This design comes from an exercise in tuning for small area, a short achievable clock period and few clock cycles per item on the open sky130 flow, not from production work. Function was checked by simulation only, so behaviour that the tests miss may differ from the original.

Setup of run A:
## ahb_lite_fir_filter
module ahb_lite_fir_filter(
    input clk,
          n_rst,
    input logic hsel,
    input logic [3:0] haddr,
    input logic hsize,
    input logic [1:0] htrans,
    input logic hwrite,
    input logic [15:0] hwdata,
    output logic [15:0] hrdata,
    output logic hresp
);
For scale: roughly 2200 cells after synthesis, roughly 340 flip-flops, ~44 I/O pins, ~23000 um2 of cells after synthesis.
export LEC_CHECK = 0
export ABC_CLOCK_PERIOD_IN_PS = 5500
export CAP_MARGIN = 20
export CORE_MARGIN = 2
export CORE_UTILIZATION = 40
export SLEW_MARGIN = 20
create_clock -name core_clock -period 12.0 [get_ports {clk}]
standard.sh (not shown) runs the stock make flow with config.mk's settings and CLKGATE_MAP_FILE= SYNTH_SCRIPT=/design/flow/synth_recipe.tcl, a recipe that flattens the netlist after the stock synthesis.
==> flow/flow/run.sh <==
#!/bin/bash
# The standard layout, with timing repair aimed at a setup slack margin
# (a shorter achieved period than the 12 ns constraint) and port buffers of a
# regular buffer cell. The clock and constraints are the standard flow's own.
set -euo pipefail
MARGIN=${MARGIN:-6.5}
bash standard.sh "SETUP_SLACK_MARGIN=$MARGIN" \
    "BUFFER_PORTS_ARGS=-buffer_cell sky130_fd_sc_hd__buf_2" finish > standard_flow.log 2>&1
Testbench counts of run A, summed over its fixed seeds: cycles 2,064, samples 512.
[inputs] run B vs run A
Settings: CORE_UTILIZATION changed from 40 to 60; PLACE_DENSITY newly set to 0.75.
==> flow/flow/run.sh <==
#!/bin/bash
# The standard layout (its synthesis script, registers unchanged), with:
#  - no ABC pass inside yosys's generic synth before the adders are extracted
#    (SYNTH_ARGS=-noabc), so the hand-built adder trees reach extract_fa as
#    written, without inverters around every full adder; ABC still maps the
#    logic afterwards as usual,
#  - timing repair aimed at a setup slack margin (a shorter achieved period
#    than the 12 ns constraint), and
#  - port buffers of a regular buffer cell, and
#  - clock tree synthesis without dummy loads (capacitive cells that only balance
#    the tree).
# The clock and constraints are the standard flow's own.
set -euo pipefail
MARGIN=${MARGIN:-6.5}
bash standard.sh "SYNTH_ARGS=-noabc" "SETUP_SLACK_MARGIN=$MARGIN" \
    "BUFFER_PORTS_ARGS=-buffer_cell sky130_fd_sc_hd__buf_2" \
    "CTS_ARGS=-sink_clustering_enable -repair_clock_nets -dont_use_dummy_load -sink_clustering_size 18 -sink_clustering_max_diameter 100" finish > standard_flow.log 2>&1
--- outcome ---
Summary of run B over run A: number of vias in the routed layout down 757; final critical-path share of the clock period rose 0.28 points; multi-input combinational gate total shrank by 61.
Of run A and run B, run B shows the lower count of clock-buffer cells in the layout, with run A above it.
For post-synthesis instance total, dividing the value from run A by the value from run B gives 1.10.
Here is what was changed in the inputs of run C compared with run B.
Settings: PLACE_DENSITY: 0.75 -> unset; CORE_UTILIZATION: 60 -> 40.
==> flow/flow/run.sh <==
#!/bin/bash
# The standard layout, with timing repair aimed at a setup slack margin
# (a shorter achieved period than the 12 ns constraint) and port buffers of a
# regular buffer cell. The clock and constraints are the standard flow's own.
set -euo pipefail
MARGIN=${MARGIN:-7.2}
bash standard.sh "SETUP_SLACK_MARGIN=$MARGIN" \
    "BUFFER_PORTS_ARGS=-buffer_cell sky130_fd_sc_hd__buf_2" finish > standard_flow.log 2>&1
--- outcome ---
- Run C has clock distribution area overhead in the final layout above what run B had.
- Diff run B -> run C: wire length now larger, die span in x rose about 24%.
- Relative to run B, proportion of cell area occupied by multi-input gates has decreased by 2.7 points in run C.
- On hold slack, run B and run C are neck and neck.
The inputs of run D differ from those of run C as listed below.
==> flow/flow/run.sh <==
#!/bin/bash
# The standard layout (its synthesis script, registers unchanged), with:
#  - no ABC pass inside yosys's generic synth before the adders are extracted
#    (SYNTH_ARGS=-noabc), so the hand-built adder trees reach extract_fa as
#    written, without inverters around every full adder; ABC still maps the
#    logic afterwards as usual,
#  - timing repair aimed at a setup slack margin (a shorter achieved period
#    than the 12 ns constraint), and
#  - port buffers of a regular buffer cell, and
#  - clock tree synthesis without dummy loads (capacitive cells that only balance
#    the tree).
# The clock and constraints are the standard flow's own.
set -euo pipefail
MARGIN=${MARGIN:-6.5}
bash standard.sh "SYNTH_ARGS=-noabc" "SETUP_SLACK_MARGIN=$MARGIN" \
    "BUFFER_PORTS_ARGS=-buffer_cell sky130_fd_sc_hd__buf_2" \
    "CTS_ARGS=-sink_clustering_enable -repair_clock_nets -dont_use_dummy_load -sink_clustering_size 22 -sink_clustering_max_diameter 100" finish > standard_flow.log 2>&1
Run D against run C: utilization -4.4 points; proportion of layout cells with a drive suffix above 1 -8.0 points; number of iterations in the first detailed-routing pass -3; layout overhead on the synthesized area -10 points.
Delta (run D minus run C): clock buffer count from CTS now smaller, chip width now smaller.
Run C -> run D: number of flops mapped to enable cells by yosys delta 0, exact match
Run D: PASS, flow complete, no timing, DRC or antenna violations
Run C | stages: all done | timing, DRC, antenna: all pass
Diff run C -> run D: synthesized cell count went down by 206; final critical delay including setup and external delays went up by 0.037 ns.

== job 101 ==
Another version of the RTL of ahb_lite_fir_filter (not shown whole).
For scale: ~44 I/O pins, about 23000 sq um of cells after synthesis.
export LEC_CHECK = 0
export ABC_CLOCK_PERIOD_IN_PS = 5500
export CAP_MARGIN = 20
export CORE_MARGIN = 2
export CORE_UTILIZATION = 40
export SLEW_MARGIN = 20
create_clock -name core_clock -period 12.0 [get_ports {clk}]
==> flow/flow/run.sh <==
#!/bin/bash
# The standard layout, with timing repair aimed at a setup slack margin
# (a shorter achieved period than the 12 ns constraint) and port buffers of a
# regular buffer cell. The clock and constraints are the standard flow's own.
set -euo pipefail
MARGIN=${MARGIN:-6.0}
bash standard.sh "SETUP_SLACK_MARGIN=$MARGIN" \
    "BUFFER_PORTS_ARGS=-buffer_cell sky130_fd_sc_hd__buf_2" finish > standard_flow.log 2>&1
Testbench counts of job 101, summed over its fixed seeds: cycles 2,064, samples 512.
diff inputs: job 101 => job 102
==> flow/flow/run.sh <==
#!/bin/bash
# The standard layout (its synthesis script, registers unchanged), with:
#  - adders mapped by ABC like the rest of the logic (no fixed full/half-adder cells),
#  - timing repair aimed at a setup slack margin (a shorter achieved period than
#    the 12 ns constraint), and
#  - port buffers of a regular buffer cell.
# The clock and constraints are the standard flow's own.
set -euo pipefail
MARGIN=${MARGIN:-6.5}
bash standard.sh "ADDER_MAP_FILE=" "SETUP_SLACK_MARGIN=$MARGIN" \
    "BUFFER_PORTS_ARGS=-buffer_cell sky130_fd_sc_hd__buf_2" finish > standard_flow.log 2>&1
Findings:
Job 102: PASS, flow complete, no timing, DRC or antenna violations. Relative to job 101, the wire length on met3 of job 102 is lower by about 1.1%. Via count of job 102 exceeds that of job 101 by more than a quarter. Startpoint of the worst setup timing path: bo_one[0] -> job 101, htrans[0] -> job 102. nb[17] as the critical path capture point was reported by job 101, and hresp by job 102. Comparing final critical-path share of the clock period for job 101 and job 102, the smaller number came from job 102.
Changes in job 103 relative to job 102:
==> flow/flow/run.sh <==
#!/bin/bash
# The standard layout, with timing repair aimed at a setup slack margin
# (a shorter achieved period than the 12 ns constraint) and port buffers of a
# regular buffer cell. The clock and constraints are the standard flow's own.
set -euo pipefail
MARGIN=${MARGIN:-6.5}
bash standard.sh "SETUP_SLACK_MARGIN=$MARGIN" \
    "BUFFER_PORTS_ARGS=-buffer_cell sky130_fd_sc_hd__buf_2" finish > standard_flow.log 2>&1
[summary]
The faster design of the two is job 102; job 103 tops out lower. For number of non-clock inverters in the layout, dividing the value from job 103 by the value from job 102 gives 5.4. Worst-case reg-to-reg path depth delta for job 103 relative to job 102: 5 higher. Number of stages on the worst setup path for job 103 is higher than for job 102. Changes observed in job 103 relative to job 102: number of vias in the routed layout now sits lower, number of buffers between clock root and the deepest sink now sits at about the same level, setup slack now sits lower, number of well taps now sits lower. Going from job 102 to job 103, non-clock buffer count now larger, area of all placed cells without fillers saw a decrease, met2 layer usage reported by global route now sits lower.
The inputs of job 104 differ from those of job 103 as listed below.
--- a/flow/flow/run.sh
+++ b/flow/flow/run.sh
@@ -5,3 +5,3 @@
 set -euo pipefail
-MARGIN=${MARGIN:-6.5}
+MARGIN=${MARGIN:-7.0}
 bash standard.sh "SETUP_SLACK_MARGIN=$MARGIN" \
Compared job 104 vs job 103, and critical path data arrival time is down in job 104.
Number of buffers and inverters on the critical path was lower in job 103 than in job 104.
Job 103 → job 104: shortest clock period the worst path allows after layout has decreased; data-path buffer share of cell area in the final layout shows an increase of 1.3 points; final cell area excluding filler cells up 2.7%; slew at the pin closest to its max-slew limit fell by 0.0048 ns.
From job 103 to job 104 the numbers moved as follows: via count went up by 0.81%; detailed placer's ending HPWL was more or less identical; first-pass GRT wire length went up by about 2%; met1 routing resource usage after global routing went down by 0.17 points.

[afterwards: timing with drivers on the ports]
The flow's constraints put no driver on any port. The routed layouts listed below were extracted and timed again, unchanged, in two steps. Step 1: set_driving_cell puts a clkbuf_16 on clk and a buf_2 on each other input, an assumption about the parent block. Step 2 adds t to the input delays and takes it off the output delays; t is the mean of the earliest and latest rising clock arrival at the registers after step 1. Input paths then give back, and output paths get back, about the clock's delay inside the block. Three values: no drivers, after step 1, after step 2; two values: the first two.
| run | t (ns) | slack for setup (ns) | worst setup path after step 2 |
|---|---|---|---|
| run A | 0.623 | 6.558 / 6.442 / 6.019 | input to register |
| run B | 0.585 | 6.524 / 6.470 / 6.187 | input to register |
| run C | 0.631 | 6.576 / 6.465 / 6.460 | input to register |
| run D | 0.597 | 6.539 / 6.501 / 6.013 | input to register |
| job 101 | 0.616 | 6.069 / 6.069 / 5.895 | input to register |
| job 102 | 0.615 | 6.291 / 6.258 / 6.077 | input to register |
| job 103 | 0.612 | 6.113 / 6.113 / 6.091 | input to register |
| job 104 | 0.633 | 6.211 / 6.211 / 6.211 | register to register |
After both steps setup and hold are still met in every run listed. For run A, which loses most, drivers alone change the setup slack by -0.116 ns; drivers and shift together by -0.539 ns.
